From an optimization exercise on the open Yosys and OpenROAD flow, aimed at small area, a short achievable clock period and few clock cycles per item; shortcuts taken in it are not production practice.
RTL that was checked went through simulation tests only; none was proved equivalent to the original.

// div_iterative
module div_iterative (
    input  logic        clk,
    input  logic        rst_n,
    input  logic        valid_in,
    output logic        ready_out,
    input  logic [31:0] dividend,
    input  logic [31:0] divisor,
    output logic        valid_out,
    input  logic        ready_in,
    output logic [31:0] quotient,
    output logic [31:0] remainder
);
export LEC_CHECK = 0
export CAP_MARGIN = 20
export CORE_MARGIN = 2
export CORE_UTILIZATION = 40
export SETUP_SLACK_MARGIN = 0.6
export SLEW_MARGIN = 20
create_clock -name core_clock -period 4.0 [get_ports {clk}]
standard.sh (not shown) runs the stock make flow with config.mk's settings and CLKGATE_MAP_FILE= SYNTH_SCRIPT=/design/flow/synth_recipe.tcl, a recipe that flattens the netlist after the stock synthesis.
==> flow/flow/run.sh <==
#!/bin/bash
# The standard layout, with buf_1 cells (not the default delay buffers) as
# the port buffers. Everything else is the standard flow.
set -euo pipefail
export BUFFER_PORTS_ARGS="-buffer_cell sky130_fd_sc_hd__buf_1"
bash standard.sh > standard.log 2>&1
The starting point went through all stages and came out clean.
Testbench counts at the start, summed over its fixed seeds: cycles 16,103, items 3,200.
Rerun with:
==> flow/flow/run.sh (replaced) <==
#!/bin/bash
# The standard layout, with buf_2 cells (not the default delay buffers) as
# the port buffers. Everything else is the standard flow.
set -euo pipefail
export BUFFER_PORTS_ARGS="-buffer_cell sky130_fd_sc_hd__buf_2"
bash standard.sh > standard.log 2>&1
Settings changed: CORE_UTILIZATION 40 to 50, GPL_TIMING_DRIVEN set to 1, SETUP_SLACK_MARGIN 0.6 to unset.
The changed run passed the timing, DRC and antenna checks.
Area after synthesis does not change.
Design area drops by 1.7%.
Routed wire length decreases by 2.4%.
Rerun with:
Settings changed: CORE_UTILIZATION 50 to 40, GPL_TIMING_DRIVEN 1 to unset, SETUP_SLACK_MARGIN set to 1.0.
=> Sequential share of layout area drops by 2.4 points. Utilization drops by 6.3 points. Design area climbs by roughly a tenth. Clock-buffer cell count does not change. Setup slack gains 0.36 ns. Via count climbs by a few percent.
Rerun with:
Settings changed: SETUP_SLACK_MARGIN 1.0 to unset.
Outcome: The new run completed without violations. Count of clock-buffer cells in the layout rises by 1. Maximum frequency falls by 9.7%. Hold slack got worse by 0.0064 ns. Global-route usage went down by 0.45 points. Via count falls by 3.7%.

* * *

Setup of indigo:
div_iterative again, from the RTL that the note above started with.
export LEC_CHECK = 0
export CAP_MARGIN = 20
export CORE_MARGIN = 2
export CORE_UTILIZATION = 40
export SETUP_SLACK_MARGIN = 0.6
export SLEW_MARGIN = 20
create_clock -name core_clock -period 4.0 [get_ports {clk}]
==> flow/flow/run.sh <==
#!/bin/bash
# The standard layout, with buf_2 cells (not the default delay buffers) as
# the port buffers. Everything else is the standard flow.
set -euo pipefail
export BUFFER_PORTS_ARGS="-buffer_cell sky130_fd_sc_hd__buf_2"
bash standard.sh > standard.log 2>&1
indigo was carried through to the last stage, and its layout satisfied the timing, DRC and antenna checks.
Testbench counts of indigo, summed over its fixed seeds: cycles 16,103, items 3,200.
Changes in zinc relative to indigo:
==> flow/flow/run.sh <==
#!/bin/bash
# The standard layout, with buf_2 cells (not the default delay buffers) as
# the port buffers, and without mapping adders to full/half-adder cells
# before ABC. Everything else is the standard flow.
set -euo pipefail
export BUFFER_PORTS_ARGS="-buffer_cell sky130_fd_sc_hd__buf_2"
export ADDER_MAP_FILE=
bash standard.sh > standard.log 2>&1
-- flow/config.mk --
<<< indigo, line 10
export CORE_UTILIZATION = 40
export SETUP_SLACK_MARGIN = 0.6
export SLEW_MARGIN = 20
>>> zinc, line 10
export CORE_UTILIZATION = 40
export SLEW_MARGIN = 20
- zinc vs indigo: upper clock frequency limit down by more than 10%
- The synthesized area in indigo is 0.943 times that in zinc.
- Going from indigo to zinc, global-route wire length before repair now sits higher, total wire length climbed 9.8%, count of plain and timing-repair buffers in the layout went up 4.
The following lists how sierra was set up differently from zinc:
==> flow/flow/run.sh <==
#!/bin/bash
# The standard layout, with buf_2 cells (not the default delay buffers) as
# the port buffers. Everything else is the standard flow.
set -euo pipefail
export BUFFER_PORTS_ARGS="-buffer_cell sky130_fd_sc_hd__buf_2"
bash standard.sh > standard.log 2>&1
-- flow/config.mk --
<<< zinc, line 7
export LEC_CHECK = 0
export CAP_MARGIN = 20
export CORE_MARGIN = 2
export CORE_UTILIZATION = 40
export SLEW_MARGIN = 20
>>> sierra, line 7
export LEC_CHECK = 0
export CAP_MARGIN = 0
export CORE_MARGIN = 2
export CORE_UTILIZATION = 40
export SETUP_SLACK_MARGIN = 0.6
export SLEW_MARGIN = 0
### Flow results
Both conditions hold for sierra: the flow ran to the end and the final layout passed the timing, DRC and antenna checks. On sierra: final cell count without fillers is 10% lower than what zinc gave. zinc → sierra: count of non-CTS inverters in the layout now larger, buffer count excluding the clock tree in the final layout went down by 4.
What pepper does differently from sierra at the input level:
-- flow/config.mk --
<<< sierra, line 7
export LEC_CHECK = 0
export CAP_MARGIN = 0
export CORE_MARGIN = 2
>>> pepper, line 7
export LEC_CHECK = 0
export ABC_AREA = 1
export CAP_MARGIN = 20
export CORE_MARGIN = 2
<<< sierra, line 11
export SETUP_SLACK_MARGIN = 0.6
export SLEW_MARGIN = 0
>>> pepper, line 12
export SETUP_SLACK_MARGIN = 0.6
export SLEW_MARGIN = 20
## What came out
- The origin of the worst setup path comes out data.rem[12]$_DFFE_PP_ in one run and divisor[26] in the other, namely in sierra and pepper respectively.
- Sort sierra and pepper by cell area reported after detailed placement desc -> top: pepper
- pepper ends up with a layout overhead on the synthesized area that is 5.2 points lower than in sierra.
- Taking sierra as the reference, in pepper setup slack went up 160 ps, signal arrival time at the worst endpoint went down 170 ps.

* * *

main:
The RTL this note starts from:
==> flow/design.v <==
module div_control (
    input  logic       clk,
    input  logic       rst_n,
    input  logic       valid_in,
    input  logic       ready_in,
    input  logic       last,      
    input  logic       none,      
    output logic       load,
    output logic       align,
    output logic       step,
    output logic       ready_out,
    output logic       valid_out
);
    localparam logic [1:0] IDLE = 2'd0, ALIGN = 2'd1, ITER = 2'd2, DONE = 2'd3;
    logic [1:0] state, next_state;
    always_ff @(posedge clk or negedge rst_n) begin
        if (!rst_n)
            state <= IDLE;
        else
            state <= next_state;
    end
    assign ready_out = (state == IDLE) || ((state == DONE) && ready_in);
    assign load      = ready_out && valid_in;
    assign align     = (state == ALIGN);
    assign step      = (state == ITER);
    assign valid_out = (state == DONE);
    always_comb begin
        next_state = state;
        case (state)
            IDLE:  if (valid_in) next_state = none ? DONE : ALIGN;
            ALIGN: next_state = ITER;
            ITER:  if (last) next_state = DONE;
            DONE:  if (ready_in) next_state = valid_in ? (none ? DONE : ALIGN) : IDLE;
        endcase
    end
endmodule
module div_datapath (
    input  logic        clk,
    input  logic        load,
    input  logic        align,
    input  logic        step,
    input  logic [31:0] dividend,
    input  logic [31:0] divisor,
    output logic        last,
    output logic        none,
    output logic [31:0] quotient,
    output logic [31:0] remainder
);
    logic [31:0] d;       
    logic [31:0] rem;     
    logic [31:0] dq;      
    logic [5:0]  cnt;     
    logic [4:0]  pbr;     
    logic        qzero;   
    logic        qones;   
    function automatic logic [31:0] smear(input logic [31:0] x);
        logic [31:0] t;
        t = x;
        t = t | (t >> 1);
        t = t | (t >> 2);
        t = t | (t >> 4);
        t = t | (t >> 8);
        t = t | (t >> 16);
        smear = t;
    endfunction
    function automatic logic [4:0] enc(input logic [31:0] x);
        logic [4:0] p;
        p = 5'd0;
        for (int i = 0; i < 32; i++)
            if (x[i]) p = p | 5'(i);
        enc = p;
    endfunction
    logic [31:0] ta, tb;
    logic [4:0]  pa, pb;
    logic        bz;
    assign ta   = smear(dividend);
    assign tb   = smear(divisor);
    assign pa   = enc(ta & ~(ta >> 1));
    assign pb   = enc(tb & ~(tb >> 1));
    assign bz   = ~tb[0];
    assign none = bz | (|(tb & ~ta));
    logic [5:0]  k;
    logic [31:0] rot, lowmask;
    logic [63:0] dd;
    assign k       = {1'b0, cnt[4:0]} - {1'b0, pbr} + 6'd1;
    assign dd      = {dq, dq} >> k[4:0];
    assign rot     = dd[31:0];
    assign lowmask = k[5] ? 32'd0 : (32'hFFFF_FFFF >> k[4:0]);
    logic [32:0] rs;
    logic [33:0] diff;
    logic        qbit;
    assign rs   = {rem, dq[31]};
    assign diff = {1'b0, rs} - {2'b0, d};
    assign qbit = ~diff[33];
    always_ff @(posedge clk) begin
        if (load) begin
            d     <= divisor;
            rem   <= dividend;
            dq    <= dividend;
            cnt   <= {1'b0, pa};
            pbr   <= pb;
            qzero <= none & ~bz;
            qones <= bz;
        end else if (align) begin
            rem <= rot & lowmask;
            dq  <= rot & ~lowmask;
            cnt <= k;
        end else if (step) begin
            rem <= qbit ? diff[31:0] : rs[31:0];
            dq  <= {dq[30:0], qbit};
            cnt <= cnt - 6'd1;
        end
    end
    assign last      = (cnt == 6'd1);
    assign quotient  = qones ? 32'hFFFF_FFFF : (qzero ? 32'd0 : dq);
    assign remainder = rem;
endmodule
module div_iterative (
    input  logic        clk,
    input  logic        rst_n,
    input  logic        valid_in,
    output logic        ready_out,
    input  logic [31:0] dividend,
    input  logic [31:0] divisor,
    output logic        valid_out,
    input  logic        ready_in,
    output logic [31:0] quotient,
    output logic [31:0] remainder
);
    logic load;
    logic align;
    logic step;
    logic last;
    logic none;
    div_control ctrl (
        .clk       (clk),
        .rst_n     (rst_n),
        .valid_in  (valid_in),
        .ready_in  (ready_in),
        .last      (last),
        .none      (none),
        .load      (load),
        .align     (align),
        .step      (step),
        .ready_out (ready_out),
        .valid_out (valid_out)
    );
    div_datapath data (
        .clk       (clk),
        .load      (load),
        .align     (align),
        .step      (step),
        .dividend  (dividend),
        .divisor   (divisor),
        .last      (last),
        .none      (none),
        .quotient  (quotient),
        .remainder (remainder)
    );
endmodule
==> flow/config.mk <==
export PLATFORM = sky130hd
export DESIGN_NAME = div_iterative
export DESIGN_NICKNAME = div_iterative
export VERILOG_FILES = /design/flow/design.v
export SDC_FILE = /design/flow/constraint.sdc
export NUM_CORES = 4
export LEC_CHECK = 0
export ABC_CLOCK_PERIOD_IN_PS = 3500
export CAP_MARGIN = 20
export CORE_MARGIN = 2
export CORE_UTILIZATION = 40
export SLEW_MARGIN = 20
==> flow/constraint.sdc <==
create_clock -name core_clock -period 4.0 [get_ports {clk}]
set_input_delay 0.8000 -clock core_clock [delete_from_list [all_inputs] [get_ports {clk}]]
set_output_delay 0.8000 -clock core_clock [all_outputs]
set_load 0.01 [all_outputs]
run.sh (not shown) runs the stock make flow with config.mk's settings and CLKGATE_MAP_FILE= SYNTH_SCRIPT=/design/flow/synth_recipe.tcl, a recipe that flattens the netlist after the stock synthesis.
Stock flow here: none of the scripts above is used.
The inputs of the feature branch differ from those of main as listed below.
- removing ABC_CLOCK_PERIOD_IN_PS (formerly 3500)
## What came out
The feature branch -> main: final area delta 0, exact match
Per the comparison of the feature branch with main, minimum clock period after layout essentially unchanged, global-route usage stayed essentially flat, number of remaining DRC errors barely changed.
The count of mapped cells out of synthesis on the feature branch is in line with that on main.
The feature branch -> main: cell depth of the worst setup path delta 0, exact match
As far as number of buffers inserted by hold repair at cts goes, main and the feature branch are indistinguishable; the numbers are identical.
In summary, the feature branch completed successfully, with a layout that passed the timing, DRC and antenna checks.
The feature branch against main: non-clock buffer count held, number of gates resized after cts closely matched the old numbers, count of clock-buffer cells in the layout essentially unchanged, wire length on met3 stayed essentially flat.
Function was not checked in any run of this note: the RTL went through the layout flow alone.

* * *

div_iterative with an RTL version that a note above also has.
Size: ~1,200 cells after synthesis, roughly 100 flip-flops, about 130 I/O pins, ~11,000 um^2 of cells after synthesis.
clock: 4.0 ns
lec_check: 0
cap_margin: 20
core_margin: 2
core_utilization: 40
setup_slack_margin: 0.8
slew_margin: 20
standard.sh (not shown) runs the stock make flow with config.mk's settings and CLKGATE_MAP_FILE= SYNTH_SCRIPT=/design/flow/synth_recipe.tcl, a recipe that flattens the netlist after the stock synthesis.
==> flow/flow/run.sh <==
#!/bin/bash
# The standard layout, with buf_2 cells (not the default delay buffers) as
# the port buffers. Everything else is the standard flow.
set -euo pipefail
export BUFFER_PORTS_ARGS="-buffer_cell sky130_fd_sc_hd__buf_2"
bash standard.sh > standard.log 2>&1
Testbench counts at the start, summed over its fixed seeds: cycles 16,103, items 3,200.
Rerun with:
==> flow/flow/run.sh (replaced) <==
#!/bin/bash
# The standard layout, with buf_2 cells (not the default delay buffers) as
# the port buffers, and without mapping adders to full/half-adder cells
# before ABC. Everything else is the standard flow.
set -euo pipefail
export BUFFER_PORTS_ARGS="-buffer_cell sky130_fd_sc_hd__buf_2"
export ADDER_MAP_FILE=
bash standard.sh > standard.log 2>&1
- SETUP_SLACK_MARGIN: 0.8 -> 0.6
Register-to-register slack gets worse by 190 ps.
Wire length is higher by about 11%.
Global-route usage is higher by 0.80 points.
Flip-flop and latch count is unchanged.
Sequential share of layout area is lower by 0.97 points.
Worst setup slack gets worse by 140 ps.
Die area is higher by about 6%.

* * *

div_iterative, a different RTL version from the one above (not shown whole).
Size: ~1100 cells after synthesis, roughly 100 flip-flops, ~9800 sq um of cells after synthesis.
Settings: LEC_CHECK=0, CAP_MARGIN=20, CORE_MARGIN=2, CORE_UTILIZATION=40, SETUP_SLACK_MARGIN=1.0, SLEW_MARGIN=20; clock period 4.0 ns.
run.sh (not shown) runs the stock make flow with config.mk's settings and CLKGATE_MAP_FILE= SYNTH_SCRIPT=/design/flow/synth_recipe.tcl, a recipe that flattens the netlist after the stock synthesis.
Stock flow here: none of the scripts above is used.
Testbench counts at the start, summed over its fixed seeds: cycles 23,992, items 3,200.
Rerun with:
--- a/flow/config.mk
+++ b/flow/config.mk
@@ -11 +10,0 @@
-export SETUP_SLACK_MARGIN = 1.0
Result: The changed run finished with timing, DRC and antenna clean. Cell count drops by 1.5%. Wire length drops by 3.9%. Worst setup slack degrades by 0.17 ns. Design area drops by 5.7%.

* * *

div_iterative, a different RTL version from the one above (not shown whole).
Size in the first run: roughly 1,300 cells after synthesis, roughly 130 I/O pins.
==> flow/design.v (excerpt) <==
module div_iterative (
    input  logic        clk,
    input  logic        rst_n,
    input  logic        valid_in,
    output logic        ready_out,
    input  logic [31:0] dividend,
    input  logic [31:0] divisor,
    output logic        valid_out,
    input  logic        ready_in,
    output logic [31:0] quotient,
    output logic [31:0] remainder
);
    logic load;
    logic align;
    logic step;
    logic last;
    logic none;
    div_control ctrl (
        .clk       (clk),
        .rst_n     (rst_n),
        .valid_in  (valid_in),
        .ready_in  (ready_in),
        .last      (last),
        .none      (none),
        .load      (load),
        .align     (align),
        .step      (step),
        .ready_out (ready_out),
        .valid_out (valid_out)
    );
    div_datapath data (
        .clk       (clk),
        .load      (load),
        .align     (align),
        .step      (step),
        .dividend  (dividend),
        .divisor   (divisor),
        .last      (last),
        .none      (none),
        .quotient  (quotient),
        .remainder (remainder)
    );
endmodule
export LEC_CHECK = 0
export CAP_MARGIN = 20
export CORE_MARGIN = 2
export CORE_UTILIZATION = 40
export SLEW_MARGIN = 20
create_clock -name core_clock -period 4.0 [get_ports {clk}]
standard.sh (not shown) runs the stock make flow with config.mk's settings and CLKGATE_MAP_FILE= SYNTH_SCRIPT=/design/flow/synth_recipe.tcl, a recipe that flattens the netlist after the stock synthesis.
==> flow/flow/run.sh <==
#!/bin/bash
# The standard layout, with buf_2 cells (not the default delay buffers) as
# the port buffers. Everything else is the standard flow.
set -euo pipefail
export BUFFER_PORTS_ARGS="-buffer_cell sky130_fd_sc_hd__buf_2"
bash standard.sh > standard.log 2>&1
The first run finished clean.
Testbench counts at the start, summed over its fixed seeds: cycles 16,103, items 3,200.
Rerun with:
==> flow/flow/run.sh (replaced) <==
#!/bin/bash
# The standard layout, with buf_2 cells (not the default delay buffers) as
# the port buffers, and without mapping adders to full/half-adder cells
# before ABC. Everything else is the standard flow.
set -euo pipefail
export BUFFER_PORTS_ARGS="-buffer_cell sky130_fd_sc_hd__buf_2"
export ADDER_MAP_FILE=
bash standard.sh > standard.log 2>&1
What happened: Setup slack degrades by 0.065 ns; cell area falls by 6.4%; global-route usage falls by 1.3 points; first-iteration DRC count falls by 19%; synthesized cell count falls by 4.4%; routed wire length falls by 11%.

## re-timing with driven ports
The results above use ideal ports. As a check the final layouts listed here were re-extracted and re-timed, cells and wires unchanged.
Step 1 sets driving cells, clkbuf_16 on the clock port and buf_2 on the other inputs (assumed; they add their load-dependent delay and slew).
Step 2 times the ports against the registers' clock, not the clock port: input delays grow and output delays shrink by t, the midpoint of the rising clock arrivals with the driver on.
Three values: no drivers, after step 1, after step 2; two values: the first two.
run	t (ns)	slack for setup (ns)	hold WS [ns]	worst setup path at the end	worst slew at a driven data input, ns
the first run of note 1	0.410	0.684 / 0.684 / 0.302	0.222 / 0.197 / 0.607	input to register	0.06
the second run of note 1	0.418	0.398 / 0.410 / 0.005	0.195 / 0.177 / 0.595	input to register	0.04
the third run of note 1	0.416	0.755 / 0.775 / 0.359	0.199 / 0.171 / 0.587	input to register	0.05
the fourth run of note 1	0.415	0.405 / 0.431 / 0.020	0.193 / 0.185 / 0.600	input to register	0.04
indigo	0.412	0.700 / 0.700 / 0.362	0.210 / 0.188 / 0.600	input to register	0.04
zinc	0.415	0.304 / 0.304 / 0.304	0.198 / 0.170 / 0.559	register to register	0.04
sierra	0.412	0.702 / 0.702 / 0.367	0.211 / 0.188 / 0.601	input to register	0.04
pepper	0.415	0.867 / 0.869 / 0.477	0.200 / 0.177 / 0.592	input to register	0.06
main	0.422	0.176 / 0.176 / 0.131	0.568 / 0.543 / 0.575	input to register	0.08
the feature branch	0.422	0.176 / 0.176 / 0.131	0.568 / 0.543 / 0.575	input to register	0.08
the first run of note 4	0.413	0.803 / 0.835 / 0.422	0.203 / 0.176 / 0.589	input to register	0.05
the second run of note 4	0.420	0.663 / 0.663 / 0.410	0.195 / 0.176 / 0.545	input to register	0.04
the first run of note 5	0.407	0.332 / 0.358 / -0.049	0.596 / 0.571 / 0.665	input to register	0.05
the second run of note 5	0.418	0.164 / 0.186 / -0.233	0.568 / 0.546 / 0.656	input to register	0.05
the first run of note 6	0.474	0.282 / 0.312 / -0.162	0.166 / 0.138 / 0.612	input to register	0.06
the second run of note 6	0.473	0.217 / 0.217 / -0.100	0.147 / 0.122 / 0.594	input to register	0.04
Met with ideal ports but missed after step 2: setup timing in the first run of note 5, the second run of note 5, the first run of note 6 and the second run of note 6. The setup slack of the first run of note 6, which loses most, moves by +0.030 ns with the drivers and by -0.444 ns with both steps.
